Source: an optimization exercise on an open RTL-to-GDS flow (aim: small area). Production flows keep margins and buffers that such runs may drop. At most, simulation tests tie the RTL to the original design; equivalence was not proved. Power figures rest on the tool's default switching activity, not on a simulated workload.

==> flow/design.v (excerpt) <==
module alu16(clk, rst, a, b, ctrl, res, R15);
	input clk, rst;
	input [15:0] a, b;
	input [3:0] ctrl;
	output reg [15:0] res;
	output reg [15:0] R15;
	wire [15:0] sum, quo, rem;
	wire [31:0] prod;
	reg [15:0] res_d, R15_d;
	ALU u_alu(.a(a), .b(b), .ctrl(ctrl), .sum(sum), .prod(prod), .quo(quo), .rem(rem));
	always @(*) begin
		res_d = res;
		R15_d = R15;
		case (ctrl)
			4'd0, 4'd1: res_d = sum;
			4'd2: {R15_d, res_d} = prod;
			4'd3: begin res_d = quo; R15_d = rem; end
			4'd4: res_d = a & b;
			4'd5: res_d = a | b;
			default: ;
		endcase
	end
	always @(posedge clk, negedge rst) begin
		if (~rst) begin
			res <= 16'h0000;
			R15 <= 16'h0000;
		end
		else begin
			res <= res_d;
			R15 <= R15_d;
		end
	end
endmodule
For scale: about 1800 cells after synthesis, roughly 32 flip-flops, ~14000 um^2 of cells after synthesis.
==> module alu16, before the edit <==
module alu16(clk, rst, a, b, ctrl, res, R15);
	input clk, rst;
	input [15:0] a, b;
	input [3:0] ctrl;
	output reg [15:0] res;
	output reg [15:0] R15;
	wire [15:0] sum, quo, rem;
	wire [31:0] prod;
	reg [15:0] res_d, R15_d;
	ALU u_alu(.a(a), .b(b), .ctrl(ctrl), .sum(sum), .prod(prod), .quo(quo), .rem(rem));
	always @(*) begin
		res_d = res;
		R15_d = R15;
		case (ctrl)
			4'd0, 4'd1: res_d = sum;
			4'd2: {R15_d, res_d} = prod;
			4'd3: begin res_d = quo; R15_d = rem; end
			4'd4: res_d = a & b;
			4'd5: res_d = a | b;
			default: ;
		endcase
	end
	always @(posedge clk, negedge rst) begin
		if (~rst) begin
			res <= 16'h0000;
			R15 <= 16'h0000;
		end
		else begin
			res <= res_d;
			R15 <= R15_d;
		end
	end
endmodule
clock: 40.0 ns
lec_check: 0
cap_margin: 20
core_margin: 2
core_utilization: 40
cts_buf_list: sky130_fd_sc_hd__clkbuf_8
setup_slack_margin: -1.0
slew_margin: 20
synth_hierarchical: 1
synth_minimum_keep_size: 0
standard.sh (not shown) runs the stock make flow with config.mk's settings and CLKGATE_MAP_FILE= SYNTH_SCRIPT=/design/flow/synth_recipe.tcl, a recipe that flattens the netlist after the stock synthesis.
==> flow/flow/run.sh <==
#!/bin/bash
cp standard.sh standard_sh_copy.txt
export BUFFER_PORTS_ARGS="-buffer_cell sky130_fd_sc_hd__buf_1"
bash standard.sh > standard.log 2>&1
Rerun with:
--- a/flow/design.v
+++ b/flow/design.v
@@ -1466,6 +1466,17 @@
 	div16 u_div (.a(a), .b(b), .quo(quo), .rem(rem));
 	addsub16 u_add (.a(a), .b(b), .sub(ctrl[0]), .y(sum));
 endmodule
+module osel_r (s_as, s_mul, s_div, s_lg, s_hold, c0, sum, p, quo, a, b, res, y);
+	input s_as, s_mul, s_div, s_lg, s_hold, c0, sum, p, quo, a, b, res;
+	output y;
+	wire lg = (a & b) | (c0 & (a | b));
+	assign y = (s_as & sum) | (s_mul & p) | (s_div & quo) | (s_lg & lg) | (s_hold & res);
+endmodule
+module osel_h (s_mul, s_div, s_hold, p, rem, r15, y);
+	input s_mul, s_div, s_hold, p, rem, r15;
+	output y;
+	assign y = (s_mul & p) | (s_div & rem) | (s_hold & r15);
+endmodule
 module alu16(clk, rst, a, b, ctrl, res, R15);
 	input clk, rst;
 	input [15:0] a, b;
@@ -1474,20 +1485,24 @@
 	output reg [15:0] R15;
 	wire [15:0] sum, quo, rem;
 	wire [31:0] prod;
-	reg [15:0] res_d, R15_d;
+	wire [15:0] res_d, R15_d;
 	ALU u_alu(.a(a), .b(b), .ctrl(ctrl), .sum(sum), .prod(prod), .quo(quo), .rem(rem));
-	always @(*) begin
-		res_d = res;
-		R15_d = R15;
-		case (ctrl)
-			4'd0, 4'd1: res_d = sum;
-			4'd2: {R15_d, res_d} = prod;
-			4'd3: begin res_d = quo; R15_d = rem; end
-			4'd4: res_d = a & b;
-			4'd5: res_d = a | b;
-			default: ;
-		endcase
-	end
+	wire s_as = ctrl[3:1] == 3'b000;
+	wire s_mul = ctrl == 4'd2;
+	wire s_div = ctrl == 4'd3;
+	wire s_lg = ctrl[3:1] == 3'b010;
+	wire s_hold = ~(s_as | s_mul | s_div | s_lg);
+	wire s_hold_h = ~(s_mul | s_div);
+	genvar g;
+	generate
+		for (g = 0; g < 16; g = g + 1) begin : o
+			osel_r ur (.s_as(s_as), .s_mul(s_mul), .s_div(s_div), .s_lg(s_lg), .s_hold(s_hold),
+				.c0(ctrl[0]), .sum(sum[g]), .p(prod[g]), .quo(quo[g]), .a(a[g]), .b(b[g]),
+				.res(res[g]), .y(res_d[g]));
+			osel_h uh (.s_mul(s_mul), .s_div(s_div), .s_hold(s_hold_h), .p(prod[g+16]),
+				.rem(rem[g]), .r15(R15[g]), .y(R15_d[g]));
+		end
+	endgenerate
 	always @(posedge clk, negedge rst) begin
 		if (~rst) begin
 			res <= 16'h0000;
The changed run ran to the end with no violations.
Setup slack degrades by 0.16 ns.
Non-clock buffer count grows by 26.
Wire length grows by 5.8%.
Design area increases by about 1.1%.
Power is lower by 9.5%.
Die area falls by about 1%.
Maximum frequency fell by 0.41%.
Critical path depth went up by 2.
Via count came out higher by 1.0%.
Only the layout flow was run in the second run of this note; the RTL was not checked for function there.

re-timing with driven ports:
How much do the figures lean on ideal ports? The routed layouts below were timed once more, with nothing changed but the port constraints.
Step 1 sets driving cells, clkbuf_16 on the clock port and buf_2 on the other inputs (assumed; they add their load-dependent delay and slew).
Step 2 adds t to the input delays and takes it off the output delays; t is the mean of the earliest and latest rising clock arrival at the registers after step 1. Input paths then give back, and output paths get back, about the clock's delay inside the block.
Slacks: no drivers / after step 1 / after step 2; pairs: no drivers / after step 1.
run | t, ns | setup WS [ns] | worst setup path at the end | latest minus earliest clock arrival (ns) | cell pins on the clock port's net
the first run | 0.343 | 1.276 / 1.289 / 0.946 | input to register | 0.012 / 0.013 | 1
the second run | 0.372 | 1.117 / 1.121 / 0.749 | input to register | 0.005 / 0.005 | 1
After both steps setup and hold are still met in every run listed. The setup slack of the second run, which loses most, moves by +0.004 ns with the drivers and by -0.368 ns with both steps.
